What follows belongs to an exercise in optimizing a design on an open flow for small area, a short achievable clock period and few clock cycles per item; a production flow would make more cautious choices. Only simulation tests tie the RTL to the original design; equivalence was not proved.

// ControlPID
module ControlPID(dataf_oo,y_k_i,clk_i,dataf_i,reset,coeff_1,coeff_2,coeff_3, ref_i, servo_o
    );
==> flow/config.mk <==
export PLATFORM = sky130hd
export DESIGN_NAME = ControlPID
export DESIGN_NICKNAME = ControlPID
export VERILOG_FILES = /design/flow/design.v
export SDC_FILE = /design/flow/constraint.sdc
export NUM_CORES = 4
export LEC_CHECK = 0
export ABC_AREA = 1
export CAP_MARGIN = 20
export CORE_MARGIN = 2
export CORE_UTILIZATION = 40
export SLEW_MARGIN = 20
==> flow/constraint.sdc <==
create_clock -name core_clock -period 12.0 [get_ports {clk_i}]
set_input_delay 2.4000 -clock core_clock [delete_from_list [all_inputs] [get_ports {clk_i}]]
set_output_delay 2.4000 -clock core_clock [all_outputs]
set_load 0.01 [all_outputs]
standard.sh (not shown) runs the stock make flow with config.mk's settings and CLKGATE_MAP_FILE= SYNTH_SCRIPT=/design/flow/synth_recipe.tcl, a recipe that flattens the netlist after the stock synthesis.
==> flow/flow/run.sh <==
#!/bin/bash
# Standard layout with two changes:
#  - synthesis leaves adders to ABC (ADDER_MAP_FILE empty: no full/half-adder
#    cell extraction), so ABC maps the whole datapath itself;
#  - the port buffers are buf_4 cells instead of the default choice.
set -euo pipefail
bash standard.sh ADDER_MAP_FILE= "BUFFER_PORTS_ARGS=-buffer_cell sky130_fd_sc_hd__buf_4" finish > standard_flow.log 2>&1
The baseline completed without violations.
Testbench counts at the start, summed over its fixed seeds: cycles 4,800, items 2,400.
==> next run, changes <==
==> flow/flow/run.sh (replaced) <==
#!/bin/bash
# Standard layout with two changes:
#  - synthesis leaves adders to ABC (ADDER_MAP_FILE empty: no full/half-adder
#    cell extraction), so ABC maps the whole datapath itself;
#  - the port buffers are buf_2 cells instead of the default choice.
set -euo pipefail
bash standard.sh ADDER_MAP_FILE= "BUFFER_PORTS_ARGS=-buffer_cell sky130_fd_sc_hd__buf_2" finish > standard_flow.log 2>&1
Settings changed: SETUP_SLACK_MARGIN set to 5, TNS_END_PERCENT set to 0.
The new run completed with no timing, DRC or antenna violations.
Hold slack improved by 0.0091 ns.
Routed wire length is higher by 6.1%.
Count of clock-buffer cells in the layout stays the same.
Final area is higher by about 13%.
Global-route usage is higher by 0.17 points.
Worst setup slack improved by 0.75 ns.
==> next run, changes <==
Settings changed: CORE_UTILIZATION 40 to 65, PLACE_DENSITY set to 0.75, SETUP_SLACK_MARGIN 5 to unset, TNS_END_PERCENT 0 to unset.
The changed run went through all stages and came out clean.
Final cell count went down by a little under a tenth.
Global-route usage goes up by 12 points.
Wire length drops by roughly a tenth.
==> next run, changes <==
Settings changed: CORE_UTILIZATION 65 to 40, PLACE_DENSITY 0.75 to unset.
Outcome: Via count decreases by 2.4%; clock skew hardly moves; clock-buffer cell count stays the same; register-to-register slack got worse by 0.06 ns; sequential share of layout area came out lower by 0.11 points; routed wire length went up by 6.9%; core utilization goes down by 26 points.

* * *

Starting RTL as in the previous note.
==> flow/config.mk <==
export PLATFORM = sky130hd
export DESIGN_NAME = ControlPID
export DESIGN_NICKNAME = ControlPID
export VERILOG_FILES = /design/flow/design.v
export SDC_FILE = /design/flow/constraint.sdc
export NUM_CORES = 4
export LEC_CHECK = 0
export ABC_AREA = 1
export CAP_MARGIN = 20
export CORE_MARGIN = 2
export CORE_UTILIZATION = 40
export SLEW_MARGIN = 20
==> flow/constraint.sdc <==
create_clock -name core_clock -period 12.0 [get_ports {clk_i}]
set_input_delay 2.4000 -clock core_clock [delete_from_list [all_inputs] [get_ports {clk_i}]]
set_output_delay 2.4000 -clock core_clock [all_outputs]
set_load 0.01 [all_outputs]
==> flow/flow/run.sh <==
#!/bin/bash
# Standard layout with these changes:
#  - synthesis leaves adders to ABC (ADDER_MAP_FILE empty: no full/half-adder
#    cell extraction), so ABC maps the whole datapath itself, with
#    flow/abc.script (flow/synth.tcl wraps synth_recipe.tcl to use it);
#  - the port buffers are buf_2 cells instead of the default choice.
set -euo pipefail
export FLOW_ABC_SCRIPT=$PWD/flow/abc.script
export FLOW_SYNTH_TCL=$PWD/synth_recipe.tcl
bash standard.sh ADDER_MAP_FILE= "BUFFER_PORTS_ARGS=-buffer_cell sky130_fd_sc_hd__buf_2" SYNTH_SCRIPT=$PWD/flow/synth.tcl finish > standard_flow.log 2>&1
==> flow/flow/abc.script <==
strash
dch -f
map -D 4000
topo
stime -c
buffer -c
upsize -c
dnsize -c
==> flow/flow/synth.tcl <==
# The standard flow's synthesis script (synth_recipe.tcl in the work folder), with ABC run
# on the script in $FLOW_ABC_SCRIPT instead of ORFS's abc_area.script.
proc abc {args} {
  set i [lsearch -exact $args -script]
  if {$i >= 0} { set args [lreplace $args [expr {$i + 1}] [expr {$i + 1}] $::env(FLOW_ABC_SCRIPT)] }
  yosys abc {*}$args
}
source $::env(FLOW_SYNTH_TCL)
Testbench counts at the start, summed over its fixed seeds: cycles 4,800, items 2,400.
Rerun with:
==> flow/flow/run.sh (replaced) <==
#!/bin/bash
# Standard layout with two changes:
#  - synthesis leaves adders to ABC (ADDER_MAP_FILE empty: no full/half-adder
#    cell extraction), so ABC maps the whole datapath itself;
#  - the port buffers are buf_2 cells instead of the default choice.
set -euo pipefail
bash standard.sh ADDER_MAP_FILE= "BUFFER_PORTS_ARGS=-buffer_cell sky130_fd_sc_hd__buf_2" finish > standard_flow.log 2>&1
Settings changed: GPL_TIMING_DRIVEN set to 1.
removed: flow/flow/abc.script
removed: flow/flow/synth.tcl
The new run finished clean.
Non-clock buffer count shrinks by 6.
Cell area grows by 9.7%.
Routed wire length grows by 17%.
Core utilization shrinks by 0.22 points.
Cell count grows by 20%.
Flip-flop and latch count stays the same.
Synthesized cell count grows by 23%.
Count of clock-buffer cells in the layout is unchanged.

* * *

run A:
ControlPID, a different RTL version from the one above (not shown whole).
For scale: roughly 73 flip-flops.
export LEC_CHECK = 0
export ABC_AREA = 1
export CAP_MARGIN = 20
export CORE_MARGIN = 2
export CORE_UTILIZATION = 40
export SLEW_MARGIN = 20
create_clock -name core_clock -period 12.0 [get_ports {clk_i}]
run.sh (not shown) runs the stock make flow with config.mk's settings and CLKGATE_MAP_FILE= SYNTH_SCRIPT=/design/flow/synth_recipe.tcl, a recipe that flattens the netlist after the stock synthesis.
Stock flow here: none of the scripts above is used.
Looking at the reports, run A completed the entire flow and the layout it produced met the timing, DRC and antenna checks.
Testbench counts of run A, summed over its fixed seeds: cycles 4,800, items 2,400.
Edits applied to the flow inputs when going from run A to run B:
Settings: ABC_AREA: 1 -> unset.
### Flow results
Having completed the whole flow, run B delivered a layout that passed the timing, DRC and antenna checks. The effective utilization at floorplan of run A and that of run B are within noise of each other. Length of routed met3 wiring, run A and run B: smaller value in run B. Against run A as the reference, run B delivers a lower count of buffering cells on the critical path with inverters included.
The following lists how run C was set up differently from run B:
Settings: ABC_AREA: unset -> 1.
==> flow/flow/run.sh (new file) <==
#!/bin/bash
# Standard layout, but synthesis leaves adders to ABC: with ADDER_MAP_FILE
# empty, Yosys does not extract full/half-adder cells, so ABC maps the
# whole datapath itself.
set -euo pipefail
bash standard.sh ADDER_MAP_FILE= finish > standard_flow.log 2>&1
==> flow/standard.sh (new file) <==
#!/bin/bash
# synth_recipe.tcl (not shown) runs the flow's synth.tcl, then flattens the netlist and writes it again
# the make line also repeats each setting of config.mk as NAME=value (left out here)
make -C /OpenROAD-flow-scripts/flow DESIGN_CONFIG=/design/flow/config.mk WORK_HOME=/design/flow/orfs CLKGATE_MAP_FILE= SYNTH_SCRIPT=/design/flow/synth_recipe.tcl "${@:-finish}"
removed: flow/run.sh
[summary]
Diff run B -> run C: layout cell share with drive strength beyond 1 went up, sequential element share of the synthesized area dropped 1.8 points, layout overhead on the synthesized area went down. Of the two values seen for most common cell after layout, fill and taps aside, sky130_fd_sc_hd__nand2_1 was produced by run C and sky130_fd_sc_hd__inv_1 by run B. In run C, adder-cell share of the synthesized area is lower than in run B. Max freq run B -> run C: improved.

* * *

Another version of the RTL of ControlPID (not shown whole).
Size: roughly 3300 cells after synthesis, about 17000 µm² of cells after synthesis.
Design ControlPID, start of the top module:
module ControlPID(dataf_oo,y_k_i,clk_i,dataf_i,reset,coeff_1,coeff_2,coeff_3, ref_i, servo_o
    );
==> flow/config.mk <==
export PLATFORM = sky130hd
export DESIGN_NAME = ControlPID
export DESIGN_NICKNAME = ControlPID
export VERILOG_FILES = /design/flow/design.v
export SDC_FILE = /design/flow/constraint.sdc
export NUM_CORES = 4
export LEC_CHECK = 0
export ABC_AREA = 1
export CAP_MARGIN = 20
export CORE_MARGIN = 2
export CORE_UTILIZATION = 40
export SLEW_MARGIN = 20
==> flow/constraint.sdc <==
create_clock -name core_clock -period 12.0 [get_ports {clk_i}]
set_input_delay 2.4000 -clock core_clock [delete_from_list [all_inputs] [get_ports {clk_i}]]
set_output_delay 2.4000 -clock core_clock [all_outputs]
set_load 0.01 [all_outputs]
standard.sh (not shown) runs the stock make flow with config.mk's settings and CLKGATE_MAP_FILE= SYNTH_SCRIPT=/design/flow/synth_recipe.tcl, a recipe that flattens the netlist after the stock synthesis.
==> flow/flow/run.sh <==
#!/bin/bash
# Standard layout with two changes:
#  - synthesis leaves adders to ABC (ADDER_MAP_FILE empty: no full/half-adder
#    cell extraction), so ABC maps the whole datapath itself;
#  - the port buffers are buf_2 cells instead of the default choice;
#  - repair_timing aims for 6 ns of setup slack.
set -euo pipefail
bash standard.sh ADDER_MAP_FILE= "BUFFER_PORTS_ARGS=-buffer_cell sky130_fd_sc_hd__buf_2" SETUP_SLACK_MARGIN=6 finish > standard_flow.log 2>&1
Testbench counts at the start, summed over its fixed seeds: cycles 4,800, items 2,400.
Next try:
==> flow/flow/run.sh (replaced) <==
#!/bin/bash
# Standard layout with two changes:
#  - synthesis leaves adders to ABC (ADDER_MAP_FILE empty: no full/half-adder
#    cell extraction), so ABC maps the whole datapath itself;
#  - the port buffers are buf_2 cells instead of the default choice.
set -euo pipefail
bash standard.sh ADDER_MAP_FILE= "BUFFER_PORTS_ARGS=-buffer_cell sky130_fd_sc_hd__buf_2" finish > standard_flow.log 2>&1
Result:
- clock-buffer cell count stays the same
- via count is lower by 4.9%
- clock skew hardly moves
- setup slack is worse by 0.22 ns
- die area stays the same
Next try:
==> flow/flow/run.sh (replaced) <==
#!/bin/bash
# Standard layout, but synthesis leaves adders to ABC: with ADDER_MAP_FILE
# empty, Yosys does not extract full/half-adder cells, so ABC maps the
# whole datapath itself.
set -euo pipefail
bash standard.sh ADDER_MAP_FILE= finish > standard_flow.log 2>&1
The changed run produced a clean layout.
Worst setup slack degrades by 0.43 ns.
Hold slack gets better by 0.0051 ns.
Die area does not change.
Core utilization came out higher by 1.0 points.
Final area grows by 2.3%.
Non-clock buffer count grows by 2.
Area after synthesis stays the same.

[afterwards: timing with drivers on the ports]
The results above use ideal ports. As a check the final layouts listed here were re-extracted and re-timed, cells and wires unchanged. Step 1: set_driving_cell puts a clkbuf_16 on clk_i and a buf_2 on each other input, an assumption about the parent block. Step 2 moves the port delays by t, midway between the first and last clock arrival at a register: inputs arrive t later, outputs are due t later. That takes back most of the time a late clock gives input paths. Slacks: ideal ports / drivers / drivers and shift; pairs: ideal ports / drivers.
run | t, ns | slack for setup (ns) | worst register clock-pin slew, ns
the first run of note 1 | 0.359 | 4.337 / 4.362 / 4.003 | 0.08 / 0.08
the second run of note 1 | 0.348 | 5.087 / 5.099 / 4.751 | 0.08 / 0.08
the third run of note 1 | 0.350 | 4.115 / 4.145 / 3.796 | 0.08 / 0.08
the fourth run of note 1 | 0.348 | 4.159 / 4.184 / 3.836 | 0.08 / 0.08
the first run of note 2 | 0.358 | 2.637 / 2.666 / 2.307 | 0.08 / 0.08
the second run of note 2 | 0.348 | 4.159 / 4.184 / 3.836 | 0.08 / 0.08
run A | 0.383 | 0.928 / 0.882 / 0.742 | 0.06 / 0.06
run B | 0.386 | 0.690 / 0.643 / 0.510 | 0.07 / 0.07
run C | 0.406 | 3.735 / 3.686 / 4.093 | 0.06 / 0.06
the first run of note 4 | 0.394 | 5.334 / 5.295 / 5.689 | 0.08 / 0.08
the second run of note 4 | 0.393 | 5.114 / 5.073 / 5.267 | 0.07 / 0.07
the third run of note 4 | 0.392 | 4.684 / 4.642 / 4.772 | 0.07 / 0.07
After both steps setup and hold are still met in every run listed. The setup slack of the second run of note 1, which loses most, moves by +0.012 ns with the drivers and by -0.336 ns with both steps.
